This is an optimization exercise on Yosys and OpenROAD, whose aim is small area and a short achievable clock period, not a production implementation. Only simulation tests tie the RTL to the original design; equivalence was not proved. The clock port is modelled as an ideal driver, which makes a skipped or thinned clock tree look cheaper than it is; a real chip needs a root buffer or a tree. Power is estimated from default activity; no workload was simulated.

run 1:
==> flow/design.v (excerpt) <==
module AGU_top(
    input clk,
    input rst,
    input AGU_enable,
    output logic [$clog2(8192/16)-1:0] MA0_idx,
    output logic [$clog2(8192/16)-1:0] MA1_idx,
    output logic [$clog2(8192/16)-1:0] MA2_idx,
    output logic [$clog2(8192/16)-1:0] MA3_idx,
    output logic [$clog2(8192/16)-1:0] MA4_idx,
    output logic [$clog2(8192/16)-1:0] MA5_idx,
    output logic [$clog2(8192/16)-1:0] MA6_idx,
    output logic [$clog2(8192/16)-1:0] MA7_idx,
    output logic [$clog2(8192/16)-1:0] MA8_idx,
    output logic [$clog2(8192/16)-1:0] MA9_idx,
    output logic [$clog2(8192/16)-1:0] MA10_idx,
    output logic [$clog2(8192/16)-1:0] MA11_idx,
    output logic [$clog2(8192/16)-1:0] MA12_idx,
    output logic [$clog2(8192/16)-1:0] MA13_idx,
    output logic [$clog2(8192/16)-1:0] MA14_idx,
    output logic [$clog2(8192/16)-1:0] MA15_idx,
    output logic [$clog2(16) + 1-1:0] BN0_idx,
    output logic [$clog2(16) + 1-1:0] BN1_idx,
    output logic [$clog2(16) + 1-1:0] BN2_idx,
    output logic [$clog2(16) + 1-1:0] BN3_idx,
    output logic [$clog2(16) + 1-1:0] BN4_idx,
    output logic [$clog2(16) + 1-1:0] BN5_idx,
    output logic [$clog2(16) + 1-1:0] BN6_idx,
    output logic [$clog2(16) + 1-1:0] BN7_idx,
    output logic [$clog2(16) + 1-1:0] BN8_idx,
    output logic [$clog2(16) + 1-1:0] BN9_idx,
    output logic [$clog2(16) + 1-1:0] BN10_idx,
    output logic [$clog2(16) + 1-1:0] BN11_idx,
    output logic [$clog2(16) + 1-1:0] BN12_idx,
    output logic [$clog2(16) + 1-1:0] BN13_idx,
    output logic [$clog2(16) + 1-1:0] BN14_idx,
    output logic [$clog2(16) + 1-1:0] BN15_idx,
    output logic AGU_done_out,
    output logic BN_MA_out_en,
    output logic [2:0] l_AGU_out
);
For scale: ~480 cells after synthesis, about 78 flip-flops, about 230 I/O pins.
==> flow/config.mk <==
export PLATFORM = sky130hd
export DESIGN_NAME = AGU_top
export DESIGN_NICKNAME = AGU_top
export VERILOG_FILES = /design/flow/design.v
export SDC_FILE = /design/flow/constraint.sdc
export NUM_CORES = 4
export LEC_CHECK = 0
export ABC_AREA = 1
export CAP_MARGIN = 20
export CORE_MARGIN = 2
export CORE_UTILIZATION = 40
export SLEW_MARGIN = 20
==> flow/constraint.sdc <==
create_clock -name core_clock -period 8.0 [get_ports {clk}]
set_input_delay 1.6000 -clock core_clock [delete_from_list [all_inputs] [get_ports {clk}]]
set_output_delay 1.6000 -clock core_clock [all_outputs]
set_load 0.01 [all_outputs]
standard.sh (not shown) runs the stock make flow with config.mk's settings and CLKGATE_MAP_FILE= SYNTH_SCRIPT=/design/flow/synth_recipe.tcl, a recipe that flattens the netlist after the stock synthesis.
==> flow/flow/run.sh <==
#!/bin/bash
# Standard ORFS layout, with: the smallest buffer (buf_1) on every input and
# output port; one shared tie cell for the constant outputs; and the clock
# distributed by four quadrant buffers (flow/pre_cts.tcl) instead of an H-tree.
set -euo pipefail
export BUFFER_PORTS_ARGS="-buffer_cell sky130_fd_sc_hd__buf_1"
export SKIP_REPAIR_TIE_FANOUT=1
export PRE_CTS_TCL="$(pwd)/flow/pre_cts.tcl"
export ROOT_CLKBUF=${ROOT_CLKBUF:-sky130_fd_sc_hd__clkbuf_16}
export SETUP_SLACK_MARGIN=5.5
export FF_UPSIZE=sky130_fd_sc_hd__dfrtp_4 FF_UPSIZE_MIN_FANOUT=4
bash standard.sh > standard_flow.log 2>&1
==> flow/flow/pre_cts.tcl <==
# Clock distribution: the design has under 100 flip-flops on a small die, so
# the clock port drives four buffers (one per quadrant of the flip-flops,
# each at its group's centroid) and each buffer drives its group's clock
# pins directly, instead of TritonCTS's two-level H-tree. The clock port
# feeds only these four buffers. clock_tree_synthesis is then a no-op here.
set cell $::env(ROOT_CLKBUF)
set block [ord::get_db_block]
set clknet [$block findNet clk]
set master [[ord::get_db] findMaster $cell]
set sinks {}
set sx 0
set sy 0
foreach it [$clknet getITerms] {
  set loc [[$it getInst] getLocation]
  lappend sinks [list $it [lindex $loc 0] [lindex $loc 1]]
  set sx [expr {$sx + [lindex $loc 0]}]
  set sy [expr {$sy + [lindex $loc 1]}]
}
set n [llength $sinks]
set cx [expr {$sx / $n}]
set cy [expr {$sy / $n}]
puts "pre_cts: $n clock sinks, centroid $cx $cy"
for {set q 0} {$q < 4} {incr q} { set grp($q) {} }
foreach s $sinks {
  lassign $s it x y
  set q [expr {($x >= $cx ? 1 : 0) + ($y >= $cy ? 2 : 0)}]
  lappend grp($q) $s
}
for {set q 0} {$q < 4} {incr q} {
  set m [llength $grp($q)]
  if {$m == 0} continue
  set gx 0
  set gy 0
  foreach s $grp($q) {
    lassign $s it x y
    set gx [expr {$gx + $x}]
    set gy [expr {$gy + $y}]
  }
  set buf [odb::dbInst_create $block $master clkbuf_q$q]
  set net [odb::dbNet_create $block clknet_q$q]
  $net setSigType CLOCK
  foreach s $grp($q) {
    set it [lindex $s 0]
    $it disconnect
    $it connect $net
  }
  [$buf findITerm A] connect $clknet
  [$buf findITerm X] connect $net
  $buf setLocation [expr {$gx / $m}] [expr {$gy / $m}]
  $buf setPlacementStatus PLACED
  puts "pre_cts: quadrant $q: $m sinks"
}
rename clock_tree_synthesis orig_clock_tree_synthesis
proc clock_tree_synthesis {args} { puts "clock_tree_synthesis skipped (quadrant buffers inserted)" }

# Flip-flops whose output drives several output-port buffers get a stronger
# drive (same function, dfrtp_1 -> FF_UPSIZE), so the clock-to-output paths
# are not slowed by the shared load.
if {[info exists ::env(FF_UPSIZE)] && $::env(FF_UPSIZE) ne ""} {
  set big [[ord::get_db] findMaster $::env(FF_UPSIZE)]
  set nup 0
  foreach inst [$block getInsts] {
    if {[[$inst getMaster] getName] ne "sky130_fd_sc_hd__dfrtp_1"} continue
    set q [$inst findITerm Q]
    set net [$q getNet]
    if {$net eq "NULL"} continue
    if {[llength [$net getITerms]] - 1 >= $::env(FF_UPSIZE_MIN_FANOUT)} {
      $inst swapMaster $big
      incr nup
    }
  }
  puts "pre_cts: $nup flip-flops upsized to $::env(FF_UPSIZE)"
}
Inputs modified between run 1 and run 2:
--- a/flow/flow/run.sh
+++ b/flow/flow/run.sh
@@ -10,2 +10 @@
-export SETUP_SLACK_MARGIN=5.5
-export FF_UPSIZE=sky130_fd_sc_hd__dfrtp_4 FF_UPSIZE_MIN_FANOUT=4
+export SETUP_SLACK_MARGIN=5.65
--- a/flow/flow/pre_cts.tcl
+++ b/flow/flow/pre_cts.tcl
@@ -55,19 +54,0 @@
-
-# Flip-flops whose output drives several output-port buffers get a stronger
-# drive (same function, dfrtp_1 -> FF_UPSIZE), so the clock-to-output paths
-# are not slowed by the shared load.
-if {[info exists ::env(FF_UPSIZE)] && $::env(FF_UPSIZE) ne ""} {
-  set big [[ord::get_db] findMaster $::env(FF_UPSIZE)]
-  set nup 0
-  foreach inst [$block getInsts] {
-    if {[[$inst getMaster] getName] ne "sky130_fd_sc_hd__dfrtp_1"} continue
-    set q [$inst findITerm Q]
-    set net [$q getNet]
-    if {$net eq "NULL"} continue
-    if {[llength [$net getITerms]] - 1 >= $::env(FF_UPSIZE_MIN_FANOUT)} {
-      $inst swapMaster $big
-      incr nup
-    }
-  }
-  puts "pre_cts: $nup flip-flops upsized to $::env(FF_UPSIZE)"
-}
- Run 2 -> run 1: sequential power flat
- Of the two values seen for source of the critical timing path, ma_r7[0] was produced by run 2 and ma_r5[0] by run 1.
- In run 2, the number of global-route vias before repair came out 9 above the value in run 1.
- Run 2 vs run 1: area added between synthesis and finish up in run 2
- Going from run 1 to run 2, clock period minus worst slack fell by 34 ps; routed wire length rose by about 14%; portion of total power attributed to the clock network fell by 1.7 points; combined global-route utilization of all metal layers stayed essentially flat; internal power rose by about 9%.
- Re net count reported at finish: no difference whatsoever between run 2 and run 1.
- Worst reg-to-reg path cell count in run 2 is 7 below run 1.
- Sequential cell area share sits lower in run 2 than in run 1.
### run 2 -> run 3
- SETUP_SLACK_MARGIN: unset -> 5
- ABC_AREA: 1 -> unset
--- a/flow/flow/run.sh
+++ b/flow/flow/run.sh
@@ -10 +9,0 @@
-export SETUP_SLACK_MARGIN=5.65
--- outcome ---
Arrival time of the worst setup path (lower): run 2. | clock-pin slew of the registers on the worst-case setup and hold paths | run 3 vs run 2 | ≈ equal |. Between run 3 and run 2, routed length on met3 is higher for run 2, run 3 comes in under that. When run 3 is measured against run 2, its design area turns out 15% lower. Comparing run 3 and run 2, the higher combinational share of power was measured on run 3.
Changes in run 4 relative to run 3:
- an added ABC_AREA of 1
- a deleted SETUP_SLACK_MARGIN that had been 5
--- a/flow/flow/run.sh
+++ b/flow/flow/run.sh
@@ -9 +9,2 @@
-export ROOT_CLKBUF=${ROOT_CLKBUF:-sky130_fd_sc_hd__clkbuf_16}
+export ROOT_CLKBUF=${ROOT_CLKBUF:-sky130_fd_sc_hd__clkbuf_8}
+export SETUP_SLACK_MARGIN=5.5
--- a/flow/flow/pre_cts.tcl
+++ b/flow/flow/pre_cts.tcl
@@ -2,2 +2,2 @@
-# the clock port drives four buffers (one per quadrant of the flip-flops,
-# each at its group's centroid) and each buffer drives its group's clock
+# the clock port drives four buffers (the flip-flops split in four equal
+# groups by position, each buffer at its group's centroid) and each buffer drives its group's clock
@@ -23,5 +23,9 @@
-for {set q 0} {$q < 4} {incr q} { set grp($q) {} }
-foreach s $sinks {
-  lassign $s it x y
-  set q [expr {($x >= $cx ? 1 : 0) + ($y >= $cy ? 2 : 0)}]
-  lappend grp($q) $s
+# Balanced split: halves by x median, then each half by its y median.
+set byx [lsort -integer -index 1 $sinks]
+set h [expr {$n / 2}]
+set halves [list [lrange $byx 0 [expr {$h - 1}]] [lrange $byx $h end]]
+for {set i 0} {$i < 2} {incr i} {
+  set byy [lsort -integer -index 2 [lindex $halves $i]]
+  set k [expr {[llength $byy] / 2}]
+  set grp([expr {2 * $i}]) [lrange $byy 0 [expr {$k - 1}]]
+  set grp([expr {2 * $i + 1}]) [lrange $byy $k end]
@@ -54,0 +59,19 @@
+
+# Flip-flops whose output drives several output-port buffers get a stronger
+# drive (same function, dfrtp_1 -> FF_UPSIZE), so the clock-to-output paths
+# are not slowed by the shared load.
+if {[info exists ::env(FF_UPSIZE)] && $::env(FF_UPSIZE) ne ""} {
+  set big [[ord::get_db] findMaster $::env(FF_UPSIZE)]
+  set nup 0
+  foreach inst [$block getInsts] {
+    if {[[$inst getMaster] getName] ne "sky130_fd_sc_hd__dfrtp_1"} continue
+    set q [$inst findITerm Q]
+    set net [$q getNet]
+    if {$net eq "NULL"} continue
+    if {[llength [$net getITerms]] - 1 >= $::env(FF_UPSIZE_MIN_FANOUT)} {
+      $inst swapMaster $big
+      incr nup
+    }
+  }
+  puts "pre_cts: $nup flip-flops upsized to $::env(FF_UPSIZE)"
+}
Results
Relative to run 3, the cell area after synthesis measured on run 4 has decreased slightly. Cell count: run 4 higher than run 3. Comparing run 3 and run 4, register share of total power is higher on run 4.
No run of this note takes its clock network from TritonCTS; it comes from the design's own scripts or RTL.

---

job 9861:
Starting RTL as in the previous note.
==> flow/config.mk <==
export PLATFORM = sky130hd
export DESIGN_NAME = AGU_top
export DESIGN_NICKNAME = AGU_top
export VERILOG_FILES = /design/flow/design.v
export SDC_FILE = /design/flow/constraint.sdc
export NUM_CORES = 4
export LEC_CHECK = 0
export ABC_AREA = 1
export CAP_MARGIN = 20
export CORE_MARGIN = 2
export CORE_UTILIZATION = 40
export SLEW_MARGIN = 20
==> flow/constraint.sdc <==
create_clock -name core_clock -period 8.0 [get_ports {clk}]
set_input_delay 1.6000 -clock core_clock [delete_from_list [all_inputs] [get_ports {clk}]]
set_output_delay 1.6000 -clock core_clock [all_outputs]
set_load 0.01 [all_outputs]
==> flow/flow/run.sh <==
#!/bin/bash
# Standard ORFS layout, with: the smallest buffer (buf_1) on every input and
# output port; one shared tie cell for the constant outputs; and the clock
# distributed by four quadrant buffers (flow/pre_cts.tcl) instead of an H-tree.
set -euo pipefail
export BUFFER_PORTS_ARGS="-buffer_cell sky130_fd_sc_hd__buf_1"
export SKIP_REPAIR_TIE_FANOUT=1
export PRE_CTS_TCL="$(pwd)/flow/pre_cts.tcl"
export ROOT_CLKBUF=${ROOT_CLKBUF:-sky130_fd_sc_hd__clkbuf_16}
export SETUP_SLACK_MARGIN=5.5
export FF_UPSIZE=sky130_fd_sc_hd__dfrtp_2 FF_UPSIZE_MIN_FANOUT=4
bash standard.sh > standard_flow.log 2>&1
==> flow/flow/pre_cts.tcl <==
# Clock distribution: the design has under 100 flip-flops on a small die, so
# the clock port drives four buffers (one per quadrant of the flip-flops,
# each at its group's centroid) and each buffer drives its group's clock
# pins directly, instead of TritonCTS's two-level H-tree. The clock port
# feeds only these four buffers. clock_tree_synthesis is then a no-op here.
set cell $::env(ROOT_CLKBUF)
set block [ord::get_db_block]
set clknet [$block findNet clk]
set master [[ord::get_db] findMaster $cell]
set sinks {}
set sx 0
set sy 0
foreach it [$clknet getITerms] {
  set loc [[$it getInst] getLocation]
  lappend sinks [list $it [lindex $loc 0] [lindex $loc 1]]
  set sx [expr {$sx + [lindex $loc 0]}]
  set sy [expr {$sy + [lindex $loc 1]}]
}
set n [llength $sinks]
set cx [expr {$sx / $n}]
set cy [expr {$sy / $n}]
puts "pre_cts: $n clock sinks, centroid $cx $cy"
for {set q 0} {$q < 4} {incr q} { set grp($q) {} }
foreach s $sinks {
  lassign $s it x y
  set q [expr {($x >= $cx ? 1 : 0) + ($y >= $cy ? 2 : 0)}]
  lappend grp($q) $s
}
for {set q 0} {$q < 4} {incr q} {
  set m [llength $grp($q)]
  if {$m == 0} continue
  set gx 0
  set gy 0
  foreach s $grp($q) {
    lassign $s it x y
    set gx [expr {$gx + $x}]
    set gy [expr {$gy + $y}]
  }
  set buf [odb::dbInst_create $block $master clkbuf_q$q]
  set net [odb::dbNet_create $block clknet_q$q]
  $net setSigType CLOCK
  foreach s $grp($q) {
    set it [lindex $s 0]
    $it disconnect
    $it connect $net
  }
  [$buf findITerm A] connect $clknet
  [$buf findITerm X] connect $net
  $buf setLocation [expr {$gx / $m}] [expr {$gy / $m}]
  $buf setPlacementStatus PLACED
  puts "pre_cts: quadrant $q: $m sinks"
}
rename clock_tree_synthesis orig_clock_tree_synthesis
proc clock_tree_synthesis {args} { puts "clock_tree_synthesis skipped (quadrant buffers inserted)" }

# Flip-flops whose output drives several output-port buffers get a stronger
# drive (same function, dfrtp_1 -> FF_UPSIZE), so the clock-to-output paths
# are not slowed by the shared load.
if {[info exists ::env(FF_UPSIZE)] && $::env(FF_UPSIZE) ne ""} {
  set big [[ord::get_db] findMaster $::env(FF_UPSIZE)]
  set nup 0
  foreach inst [$block getInsts] {
    if {[[$inst getMaster] getName] ne "sky130_fd_sc_hd__dfrtp_1"} continue
    set q [$inst findITerm Q]
    set net [$q getNet]
    if {$net eq "NULL"} continue
    if {[llength [$net getITerms]] - 1 >= $::env(FF_UPSIZE_MIN_FANOUT)} {
      $inst swapMaster $big
      incr nup
    }
  }
  puts "pre_cts: $nup flip-flops upsized to $::env(FF_UPSIZE)"
}
Job 9861 has completed all stages; timing, DRC and antenna checks passed.
diff inputs: job 9861 => job 8193
Settings: swapping 40 for 60 in CORE_UTILIZATION.
diff --git a/flow/flow/run.sh b/flow/flow/run.sh
--- a/flow/flow/run.sh
+++ b/flow/flow/run.sh
@@ -10,3 +10,2 @@
 export SETUP_SLACK_MARGIN=5.5
-export FF_UPSIZE=sky130_fd_sc_hd__dfrtp_2 FF_UPSIZE_MIN_FANOUT=4
 bash standard.sh > standard_flow.log 2>&1
==> comparison <==
- Every run (job 9861 and job 8193) finished clean.
- Sequential share of layout area was lower in job 9861 than in job 8193.
- Post-layout total power deteriorates in job 8193 relative to job 9861.
- Delta(combined global-route utilization of all metal layers, job 8193 - job 9861) > 0
- met1 as the most crowded layer after global routing was reported by job 8193, and met2 by job 9861.
- Clock share of power (higher): job 8193
- As far as global routing usage on met3 is concerned, job 8193 and job 9861 perform about the same.
- Summary: worst hold margin, job 8193 worse than job 9861
- Taking job 9861 as the reference, in job 8193 global-route wire length before repair climbed about 4%; clock input transition at the sequential cells of the worst setup and hold paths barely changed.
--- input diff job 8193..job 5098 ---
Settings: swapping 60 for 75 in CORE_UTILIZATION.
Notes after the runs:
Global-route usage (lower): job 8193. Power share of the clock group | job 5098 below job 8193. Sequential portion of the cell area up 0.50 points in job 5098 wrt job 8193. The instance count after placement with tap cells included reported for job 5098 is smaller than that of job 8193 by 27. The final reports for job 5098 and job 8193 show HPWL after detailed placement higher in the former.
Setup changes, job 5098 to job 7087
Settings: SETUP_SLACK_MARGIN now 5, previously not set; CORE_UTILIZATION now 40, was 75.
diff --git a/flow/flow/run.sh b/flow/flow/run.sh
--- a/flow/flow/run.sh
+++ b/flow/flow/run.sh
@@ -9,3 +9,2 @@
 export ROOT_CLKBUF=${ROOT_CLKBUF:-sky130_fd_sc_hd__clkbuf_16}
-export SETUP_SLACK_MARGIN=5.5
 bash standard.sh > standard_flow.log 2>&1
diff --git a/flow/flow/pre_cts.tcl b/flow/flow/pre_cts.tcl
--- a/flow/flow/pre_cts.tcl
+++ b/flow/flow/pre_cts.tcl
@@ -54,20 +54 @@
 proc clock_tree_synthesis {args} { puts "clock_tree_synthesis skipped (quadrant buffers inserted)" }
-
-# Flip-flops whose output drives several output-port buffers get a stronger
-# drive (same function, dfrtp_1 -> FF_UPSIZE), so the clock-to-output paths
-# are not slowed by the shared load.
-if {[info exists ::env(FF_UPSIZE)] && $::env(FF_UPSIZE) ne ""} {
-  set big [[ord::get_db] findMaster $::env(FF_UPSIZE)]
-  set nup 0
-  foreach inst [$block getInsts] {
-    if {[[$inst getMaster] getName] ne "sky130_fd_sc_hd__dfrtp_1"} continue
-    set q [$inst findITerm Q]
-    set net [$q getNet]
-    if {$net eq "NULL"} continue
-    if {[llength [$net getITerms]] - 1 >= $::env(FF_UPSIZE_MIN_FANOUT)} {
-      $inst swapMaster $big
-      incr nup
-    }
-  }
-  puts "pre_cts: $nup flip-flops upsized to $::env(FF_UPSIZE)"
-}
### Flow results
- Across job 5098 and job 7087, none had a timing, DRC or antenna violation.
- Job 7087 ends up with lower combinational power than job 5098 does.
- Job 5098 has higher flip-flop and latch share of the layout cell area than job 7087.
- From job 7087 to job 5098, maximum fanout along the worst path did not move at all.
- Status: tightest hold margin parity (job 5098, job 7087)
- Highest-delay cell along the critical path = dfrtp_2: job 5098; highest-delay cell along the critical path = dfrtp_1: job 7087
Edits applied to the flow inputs when going from job 7087 to job 316:
==> flow/flow/run.sh <==
#!/bin/bash
# Standard ORFS layout, with the smallest buffer (buf_1) on every input and
# output port, clock tree synthesis without dummy loads, and one shared tie
# cell for the constant outputs.
set -euo pipefail
export BUFFER_PORTS_ARGS="-buffer_cell sky130_fd_sc_hd__buf_1"
export CTS_ARGS="-sink_clustering_enable -repair_clock_nets -dont_use_dummy_load"
export SKIP_REPAIR_TIE_FANOUT=1
bash standard.sh > standard_flow.log 2>&1
removed: flow/flow/pre_cts.tcl
[summary]
Looking only at fmax, and setting everything else aside, the higher value of job 316 and job 7087 goes to job 7087. Against job 7087, job 316 reports a filler-free cell count of the finished design that is higher. Detailed route, job 316 vs job 7087: via total higher for job 316. Reported for job 316 and job 7087, half-perimeter wire length after placement turned out identical to the last digit. Compared with job 7087, in job 316 wire length shows an increase of 0.93%; met1 usage shows an increase of 0.29 points.
The clock cells of job 9861, job 8193, job 5098 and job 7087 come from the design's own scripts or RTL, not from TritonCTS.

[what the ideal ports hide]
No port has a modelled driver above. Below, the same layouts with a new extraction and two added sets of constraints. Step 1 sets driving cells, clkbuf_16 on the clock port and buf_2 on the other inputs (assumed; they add their load-dependent delay and slew). Step 2, shift: input delay + t, output delay - t, t = (earliest + latest rising clock arrival at the registers) / 2. This alone moves slack from input paths to output paths. a / b / c = no drivers / after step 1 / after step 2; a / b = the first two.
run | t, ns | setup slack, ns | clock arrival spread, ns
run 1 | 0.215 | 5.559 / 5.481 / 5.647 | 0.026 / 0.026
run 2 | 0.216 | 5.592 / 5.515 / 5.664 | 0.025 / 0.025
run 3 | 0.221 | 5.512 / 5.435 / 5.452 | 0.014 / 0.013
run 4 | 0.228 | 5.558 / 5.495 / 5.699 | 0.016 / 0.015
job 9861 | 0.215 | 5.592 / 5.515 / 5.671 | 0.026 / 0.026
job 8193 | 0.218 | 5.568 / 5.489 / 5.697 | 0.019 / 0.019
job 5098 | 0.217 | 5.543 / 5.469 / 5.686 | 0.022 / 0.023
job 7087 | 0.216 | 5.510 / 5.432 / 5.461 | 0.025 / 0.025
job 316 | 0.374 | 5.327 / 5.295 / 5.453 | 0.017 / 0.018
After both steps every run listed still meets setup and hold. For run 3, which loses most, drivers alone change the setup slack by -0.077 ns; drivers and shift together by -0.060 ns. Setup slack includes reset recovery checks.
